Background: an optimization exercise with open tools, aiming at small area and a short achievable clock period. Do not read the settings as production practice.
Power is estimated from default activity; no workload was simulated.

==> umber: inputs <==
Design alu64_sync, start of the top module:
module alu64_sync(
    input clk,
    input en,
    input MD,
    input [2:0] OP,
    input [63:0] R1,
    input [63:0] R2,
    output reg EQ,
    output reg GT,
    output reg LT,
    output reg OVR,
    output reg [63:0] Q
    );
Settings: LEC_CHECK=0, ABC_AREA=1, CAP_MARGIN=20, CORE_MARGIN=2, CORE_UTILIZATION=40, SETUP_SLACK_MARGIN=1.8, SLEW_MARGIN=20; clock period 4.0 ns.
standard.sh (not shown) runs the stock make flow with config.mk's settings and CLKGATE_MAP_FILE= SYNTH_SCRIPT=/design/flow/synth_recipe.tcl, a recipe that flattens the netlist after the stock synthesis.
==> flow/flow/run.sh <==
#!/bin/bash
# Standard ORFS layout (the standard.sh), with the port buffers made from the
# smallest buffer cell instead of the one buffer_ports picks by default.
set -euo pipefail
bash standard.sh BUFFER_PORTS_ARGS="-buffer_cell sky130_fd_sc_hd__buf_1" finish > standard.log 2>&1
==> delta (differences from umber) <==
Settings changed: SETUP_SLACK_MARGIN 1.8 to 1.0.
==> notes.md <==
DPL Wire Length: 52800 microns
DP Area: 17300 sq um
power in sequential cells: 1.88 mW
worst r2r path cells: 11
Setup WS post-layout: 1.15 ns
reg2reg start: V_r[1]
clk pwr: 1.60 mW
worst hold margin: 0.356 ns
pin count of the biggest net entering global routing: 69
area taken by multi-input logic gates: 11300 sq um
Layout Skew: 0.0190 ns
routed wire length: 67900 microns
status: timing/DRC/antenna clean
Final Instance Area: 17900 sq um
CP required: 4.25 ns
Source of the figures above: delta

==> notes.md <==
status: timing/DRC/antenna clean
Layout Skew: 0.0193 ns
Setup WS post-layout: 1.76 ns
worst r2r path cells: 9
power in sequential cells: 1.87 mW
critical path launch point type: flip-flop
pin count of the biggest net entering global routing: 72
clk pwr: 1.51 mW
routed wire length: 77200 microns
worst hold margin: 0.327 ns
DP Area: 17400 sq um
reg2reg start: V_r[0]
Source of the figures above: umber

No functional check of the RTL was part of any run of this note.


==> v25: inputs <==
alu64_sync, a different RTL version from the one above (not shown whole).
Settings: LEC_CHECK=0, ABC_AREA=1, CAP_MARGIN=20, CORE_MARGIN=2, CORE_UTILIZATION=40, CTS_BUF_LIST=sky130_fd_sc_hd__clkbuf_4 sky130_fd_sc_hd__clkbuf_8, SETUP_SLACK_MARGIN=1.5, SLEW_MARGIN=20; clock period 4.0 ns.
Scripts as last shown in full above: flow/flow/run.sh
==> inputs of v6, as changes to v25 <==
==> flow/flow/run.sh (replaced) <==
#!/bin/bash
# Layout flow: the standard.sh throughout, with two changes.
#  1. Synthesis runs with a copy of the ORFS scripts whose ABC area script is
#     replaced by flow/abc_area.script (the &nf mapper with area recovery);
#     everything else in synthesis (synth_recipe.tcl, synth.tcl) is unchanged.
#  2. The port buffers use the smallest buffer cell (buf_1).
set -euo pipefail
rm -rf scripts_mod
cp -r "$FLOW_HOME/scripts" scripts_mod
cp flow/abc_area.script scripts_mod/abc_area.script
bash standard.sh SCRIPTS_DIR="$PWD/scripts_mod" ABC_AREA=1 synth > synth.log 2>&1
bash standard.sh BUFFER_PORTS_ARGS="-buffer_cell sky130_fd_sc_hd__buf_1" finish > standard.log 2>&1
==> flow/flow/abc_area.script (new file) <==
strash
&get -n
&st
&dch
&nf
&put
topo
stime -c
buffer -c
upsize -c
dnsize -c
==> inputs of v20, as changes to v25 <==
--- a/flow/design.v
+++ b/flow/design.v
@@ -874,19 +874,20 @@
     assign bc[12] = BG3_11;
     assign bc[13] = BG3_12;
     assign bc[14] = BG3_13;
     assign bc[15] = BG3_14;
     assign bc[16] = BG3_15;
     wire [63:0] s0 = p ^ cl;
     assign OVR = bc[16];
-    wire [63:0] lg;
-    wire [63:0] le;
-    assign lg[62:0] = ~a[62:0] & p[62:0];
-    assign lg[63] = a[63] & p[63];
-    assign le = ~p;
+    wire [63:0] x = a ^ b;
+    wire [63:0] lg;    
+    wire [63:0] le;    
+    assign lg[62:0] = ~a[62:0] & x[62:0];
+    assign lg[63] = x[63] & (a[63] ^ MD);
+    assign le = ~x;
     wire CL0_0 = lg[1] | (le[1] & lg[0]);
     wire CE0_0 = le[1] & le[0];
     wire CL0_1 = lg[3] | (le[3] & lg[2]);
     wire CE0_1 = le[3] & le[2];
     wire CL0_2 = lg[5] | (le[5] & lg[4]);
     wire CE0_2 = le[5] & le[4];
     wire CL0_3 = lg[7] | (le[7] & lg[6]);
@@ -1005,19 +1006,16 @@
     wire CE3_3 = CE2_7 & CE2_6;
     wire CL4_0 = CL3_1 | (CE3_1 & CL3_0);
     wire CE4_0 = CE3_1 & CE3_0;
     wire CL4_1 = CL3_3 | (CE3_3 & CL3_2);
     wire CE4_1 = CE3_3 & CE3_2;
     wire CL5_0 = CL4_1 | (CE4_1 & CL4_0);
     wire CE5_0 = CE4_1 & CE4_0;
-    wire lt0 = CL5_0;
-    wire eq0 = CE5_0;
-    wire eq1 = &p;
-    assign LT = MD ? ~OVR : lt0;
-    assign EQ = MD ? eq1 : eq0;
+    assign LT = CL5_0;
+    assign EQ = CE5_0;
     wire s_add = en & (OP == 3'b000);
     wire s_shl = en & (OP == 3'b001);
     wire s_shr = en & (OP == 3'b101);
     wire op_x = en & (OP == 3'b100);
     wire op_o = en & (OP == 3'b110);
     wire op_a = en & (OP == 3'b111);
     wire pas = ~en;
==> flow/config.mk (replaced) <==
export PLATFORM = sky130hd
export DESIGN_NAME = alu64_sync
export DESIGN_NICKNAME = alu64_sync
export VERILOG_FILES = /design/flow/design.v
export SDC_FILE = /design/flow/constraint.sdc
export NUM_CORES = 4
export LEC_CHECK = 0
export ABC_AREA = 1
export CAP_MARGIN = 20
export CORE_MARGIN = 2
export CORE_UTILIZATION = 55
export CTS_BUF_LIST = sky130_fd_sc_hd__clkbuf_4 sky130_fd_sc_hd__clkbuf_8
export SETUP_SLACK_MARGIN = 1.7
export SLEW_MARGIN = 20
==> notes <==
- Flip-flop and latch count is the same in v25 and v20.
- In sequential power, v20 and v25 hardly differ.
- Die area: v25 > v6 > v20.
- Clock power is about the same in v6 and v25.
- Between v20 and v6, the lower synthesized cell count is in v6 (gap about 40%, measured against v6).
- Between v20 and v6, the lower wire length is in v6 (gap 10%, measured against v6).
Function was not checked in any run of this note: the RTL went through the layout flow alone.

-- what the ideal ports hide --
The results above use ideal ports. As a check the final layouts listed here were re-extracted and re-timed, cells and wires unchanged. Step 1, drivers: a clkbuf_16 drives clk and a buf_2 each remaining input, both assumed. Step 2, shift: input delay + t, output delay - t, t = (earliest + latest rising clock arrival at the registers) / 2. This alone moves slack from input paths to output paths. a / b / c = ideal ports / drivers / drivers and shift; a / b = the first two.
run	t, ns	setup slack, ns	worst hold slack (ns)	worst setup path at the end	worst data-port slew with drivers (ns)
umber	0.514	1.762 / 1.744 / 1.229	0.327 / 0.327 / 0.327	input to register	0.16
delta	0.516	1.153 / 1.186 / 0.671	0.356 / 0.356 / 0.356	input to register	0.06
v25	0.551	1.524 / 1.548 / 0.997	0.409 / 0.409 / 0.409	input to register	0.08
v6	0.532	1.145 / 1.151 / 0.619	0.341 / 0.341 / 0.341	input to register	0.08
v20	0.518	1.746 / 1.747 / 1.233	0.452 / 0.452 / 0.452	input to register	0.06
After both steps setup and hold are still met in every run listed. The setup slack of umber, which loses most, moves by -0.018 ns with the drivers and by -0.533 ns with both steps.
